From an optimization exercise on the open Yosys and OpenROAD flow, aimed at small area and a short achievable clock period; shortcuts taken in it are not production practice.
In this exercise RTL edits were held to simulation tests only and were not proved equivalent to the original.
Power and IR drop assume default switching activity.

// pipeline_processor
module pipeline_processor(
    input clk,
    input reset,
    input [31:0] instr,
    output [31:0] result
);
    reg [31:0] reg_file [0:31];
    reg [31:0] s0_instr;
    reg        s0_valid;
    always @(posedge clk)
        s0_instr <= instr;
    always @(posedge clk or posedge reset)
        if (reset) s0_valid <= 1'b0;
        else       s0_valid <= 1'b1;
    wire [5:0] op    = s0_instr[31:26];
    wire [5:0] funct = s0_instr[5:0];
    wire is_r    = (op == 6'h00);
    wire is_load = (op == 6'h23);
    wire is_add  = is_r & (funct == 6'h20);
    wire is_sub  = is_r & (funct == 6'h22);
    reg [4:0]  s1_rs, s1_rt;
    reg [15:0] s1_imm, s2_imm;
    reg        s1_use_a, s1_use_b, s1_load, s1_sub, s1_wen;
    reg [4:0]  s1_wd;
    reg        s2_load, s2_sub, s2_wen;
    reg [4:0]  s2_wd;
    reg        s3_sub, s3_wen;
    reg [4:0]  s3_wd;
    always @(posedge clk) begin
        s1_rs  <= s0_instr[25:21];
        s1_rt  <= s0_instr[20:16];
        s1_imm <= s0_instr[15:0];
        s2_imm <= s1_imm;
    end
    always @(posedge clk or posedge reset) begin
        if (reset) begin
            s1_use_a <= 1'b0; s1_use_b <= 1'b0; s1_load <= 1'b0; s1_sub <= 1'b0;
            s1_wen <= 1'b1; s1_wd <= 5'd0;
            s2_load <= 1'b0; s2_sub <= 1'b0; s2_wen <= 1'b1; s2_wd <= 5'd0;
        end else begin
  ...
Size in the first run: ~3400 cells after synthesis, ~66 I/O pins, ~51000 sq um of cells after synthesis.
Settings: LEC_CHECK=0, CAP_MARGIN=20, CORE_MARGIN=2, CORE_UTILIZATION=40, CTS_CLUSTER_DIAMETER=80, CTS_CLUSTER_SIZE=24, SETUP_SLACK_MARGIN=5, SLEW_MARGIN=20; clock period 8.0 ns.
standard.sh (not shown) runs the stock make flow with config.mk's settings and CLKGATE_MAP_FILE= SYNTH_SCRIPT=/design/flow/synth_recipe.tcl, a recipe that flattens the netlist after the stock synthesis.
==> flow/flow/run.sh <==
#!/bin/bash
# The standard layout (the standard.sh, all steps through finish), except
# that the input and output ports are buffered with buf_4 cells instead of the
# slow delay buffer the port buffering picks by default.
set -euo pipefail
bash "$(dirname "$0")/../standard.sh" "BUFFER_PORTS_ARGS=-buffer_cell sky130_fd_sc_hd__buf_4" finish > flow_make.log 2>&1
Then changed:
==> flow/flow/run.sh (replaced) <==
#!/bin/bash
set -euo pipefail
bash "$(dirname "$0")/../standard.sh" \
  "BUFFER_PORTS_ARGS=-buffer_cell sky130_fd_sc_hd__buf_4" \
  SETUP_SLACK_MARGIN=5.3 \
  finish > flow_make.log 2>&1
--- a/flow/config.mk
+++ b/flow/config.mk
@@ -10 +10 @@
-export CORE_UTILIZATION = 40
+export CORE_UTILIZATION = 55
@@ -12,0 +13 @@
+export PLACE_DENSITY = 0.65
What happened: The changed run went through all stages and came out clean. Wire length decreases by 1.8%. Utilization climbs by 16 points. Clock-buffer cell count fell by 3. Global-route usage grows by 13 points. Die area fell by 27%. Total power came out lower by 2.4%. Combinational power is about the same. Register-to-register slack improves by 100 ps. Fmax falls by 1.5%. Setup slack is worse by 47 ps. Area after synthesis is unchanged.
Then changed:
==> flow/flow/run.sh (replaced) <==
#!/bin/bash
# The standard layout (the standard.sh, all steps through finish), except
# that the input and output ports are buffered with buf_4 cells instead of the
# slow delay buffer the port buffering picks by default.
set -euo pipefail
bash "$(dirname "$0")/../standard.sh" "BUFFER_PORTS_ARGS=-buffer_cell sky130_fd_sc_hd__buf_4" finish > flow_make.log 2>&1
--- a/flow/config.mk
+++ b/flow/config.mk
@@ -10,4 +10,3 @@
-export CORE_UTILIZATION = 55
-export CTS_CLUSTER_DIAMETER = 80
-export CTS_CLUSTER_SIZE = 24
-export PLACE_DENSITY = 0.65
+export CORE_UTILIZATION = 40
+export CTS_CLUSTER_DIAMETER = 100
+export CTS_CLUSTER_SIZE = 30
Count of clock-buffer cells in the layout fell by 20.
Routed wire length climbs slightly.
First-iteration DRC count goes down by a few percent.
Clock power went down by roughly a tenth.
Sequential power stays flat.
Global-route usage came out lower by 13 points.
Die area climbs by well over a third.
Final area drops slightly.
Worst setup slack is better by 40 ps.
Non-clock buffer count goes up by 14.
Then changed:
==> flow/flow/run.sh (replaced) <==
#!/bin/bash
set -euo pipefail
bash "$(dirname "$0")/../standard.sh" \
  "BUFFER_PORTS_ARGS=-buffer_cell sky130_fd_sc_hd__buf_4" \
  SETUP_SLACK_MARGIN=5.5 \
  finish > flow_make.log 2>&1
--- a/flow/config.mk
+++ b/flow/config.mk
@@ -10 +10 @@
-export CORE_UTILIZATION = 40
+export CORE_UTILIZATION = 55
@@ -12,0 +13 @@
+export PLACE_DENSITY = 0.65
Effect: Die area fell by 27%. Global-route usage rose by 13 points. Utilization rose by 17 points. Routed wire length fell by 1.4%. Cell count fell by 8.9%. Non-clock buffer count rose by 15. Worst setup slack improves by 15 ps.


pipeline_processor, a different RTL version from the one above (not shown whole).
Size in the first run: about 1200 flip-flops, roughly 66 I/O pins, about 0.049 mm2 of cells after synthesis.
// pipeline_processor
module pipeline_processor(
    input clk,
    input reset,
    input [31:0] instr,
    output [31:0] result
);
    reg [31:0] reg_file [0:31];
    reg [31:0] s0_instr;
    reg        s0_valid;
    always @(posedge clk)
        s0_instr <= instr;
    always @(posedge clk or posedge reset)
        if (reset) s0_valid <= 1'b0;
        else       s0_valid <= 1'b1;
    wire [5:0] op    = s0_instr[31:26];
    wire [5:0] funct = s0_instr[5:0];
    wire is_r    = (op == 6'h00);
    wire is_load = (op == 6'h23);
    wire is_add  = is_r & (funct == 6'h20);
    wire is_sub  = is_r & (funct == 6'h22);
    reg [4:0]  s1_rs, s1_rt, s2_rs, s2_rt;
    reg [15:0] s1_imm, s2_imm;
    reg        s1_use_a, s1_use_b, s1_load, s1_sub, s1_wen;
    reg [4:0]  s1_wd;
    reg        s2_use_a, s2_use_b, s2_load, s2_sub, s2_wen;
    reg [4:0]  s2_wd;
    always @(posedge clk) begin
        s1_rs  <= s0_instr[25:21];
        s1_rt  <= s0_instr[20:16];
        s1_imm <= s0_instr[15:0];
        s2_rs  <= s1_rs;
        s2_rt  <= s1_rt;
        s2_imm <= s1_imm;
    end
    always @(posedge clk or posedge reset) begin
        if (reset) begin
            s1_use_a <= 1'b0; s1_use_b <= 1'b0; s1_load <= 1'b0; s1_sub <= 1'b0;
            s1_wen <= 1'b1; s1_wd <= 5'd0;
            s2_use_a <= 1'b0; s2_use_b <= 1'b0; s2_load <= 1'b0; s2_sub <= 1'b0;
            s2_wen <= 1'b1; s2_wd <= 5'd0;
        end else begin
            s1_use_a <= s0_valid & (is_add | is_sub | is_load);
            s1_use_b <= s0_valid & (is_add | is_sub);
            s1_load  <= s0_valid & is_load;
            s1_sub   <= s0_valid & is_sub;
            s1_wen   <= ~s0_valid | is_r | is_load;
            s1_wd    <= ~s0_valid ? 5'd0 : is_r ? s0_instr[15:11] : s0_instr[20:16];
            s2_use_a <= s1_use_a; s2_use_b <= s1_use_b; s2_load <= s1_load;
            s2_sub <= s1_sub; s2_wen <= s1_wen; s2_wd <= s1_wd;
        end
    end
    wire [31:0] sel_a = {31'd0, s2_use_a} << s2_rs;
    wire [31:0] sel_b = {31'd0, s2_use_b} << s2_rt;
    reg  [31:0] rd_a, rd_b;
    integer k;
    always @* begin
        rd_a = 32'd0;
        rd_b = {16'd0, s2_imm & {16{s2_load}}};
        for (k = 0; k < 32; k = k + 1) begin
            rd_a = rd_a | (reg_file[k] & {32{sel_a[k]}});
            rd_b = rd_b | (reg_file[k] & {32{sel_b[k]}});
        end
    end
  ...
Settings: LEC_CHECK=0, CAP_MARGIN=20, CORE_MARGIN=2, CORE_UTILIZATION=55, SETUP_SLACK_MARGIN=4.5, SLEW_MARGIN=20; clock period 8.0 ns.
run.sh (not shown) runs the stock make flow with config.mk's settings and CLKGATE_MAP_FILE= SYNTH_SCRIPT=/design/flow/synth_recipe.tcl, a recipe that flattens the netlist after the stock synthesis.
Stock flow here: none of the scripts above is used.
The first run went through all stages and came out clean.
Next try:
CORE_UTILIZATION = 40   (was 55)
After rerunning:
- clock power increases by 4.6%
- via count decreases by 0.76%
- sequential share of layout area decreases by 0.51 points
- worst setup slack gains 0.26 ns

## separate check: timing with driven ports
Ports are ideal in the flow. The routed layouts listed here were re-timed in OpenROAD.
Step 1, drivers: a clkbuf_16 drives clk and a buf_2 each remaining input, both assumed.
Step 2 adds t to the input delays and takes it off the output delays; t is the mean of the earliest and latest rising clock arrival at the registers after step 1. Input paths then give back, and output paths get back, about the clock's delay inside the block.
Three values: ideal ports, drivers, drivers and shift; two values: the first two.
| run | t, ns | setup slack, ns | worst setup path after step 2 | worst register clock-pin slew, ns | worst data-port slew with drivers (ns) |
|---|---|---|---|---|---|
| the first run of note 1 | 0.749 | 5.003 / 4.924 / 5.010 | register to register | 0.11 / 0.11 | 0.04 |
| the second run of note 1 | 0.788 | 4.956 / 4.884 / 5.111 | register to register | 0.11 / 0.11 | 0.05 |
| the third run of note 1 | 0.777 | 4.996 / 4.920 / 5.062 | register to register | 0.12 / 0.12 | 0.04 |
| the fourth run of note 1 | 0.781 | 5.011 / 4.938 / 5.189 | register to register | 0.12 / 0.12 | 0.06 |
| the first run of note 2 | 0.795 | 4.246 / 4.246 / 4.246 | register to register | 0.07 / 0.07 | 0.05 |
| the second run of note 2 | 0.827 | 4.510 / 4.482 / 4.510 | register to register | 0.07 / 0.07 | 0.04 |
After both steps every run listed still meets setup and hold.
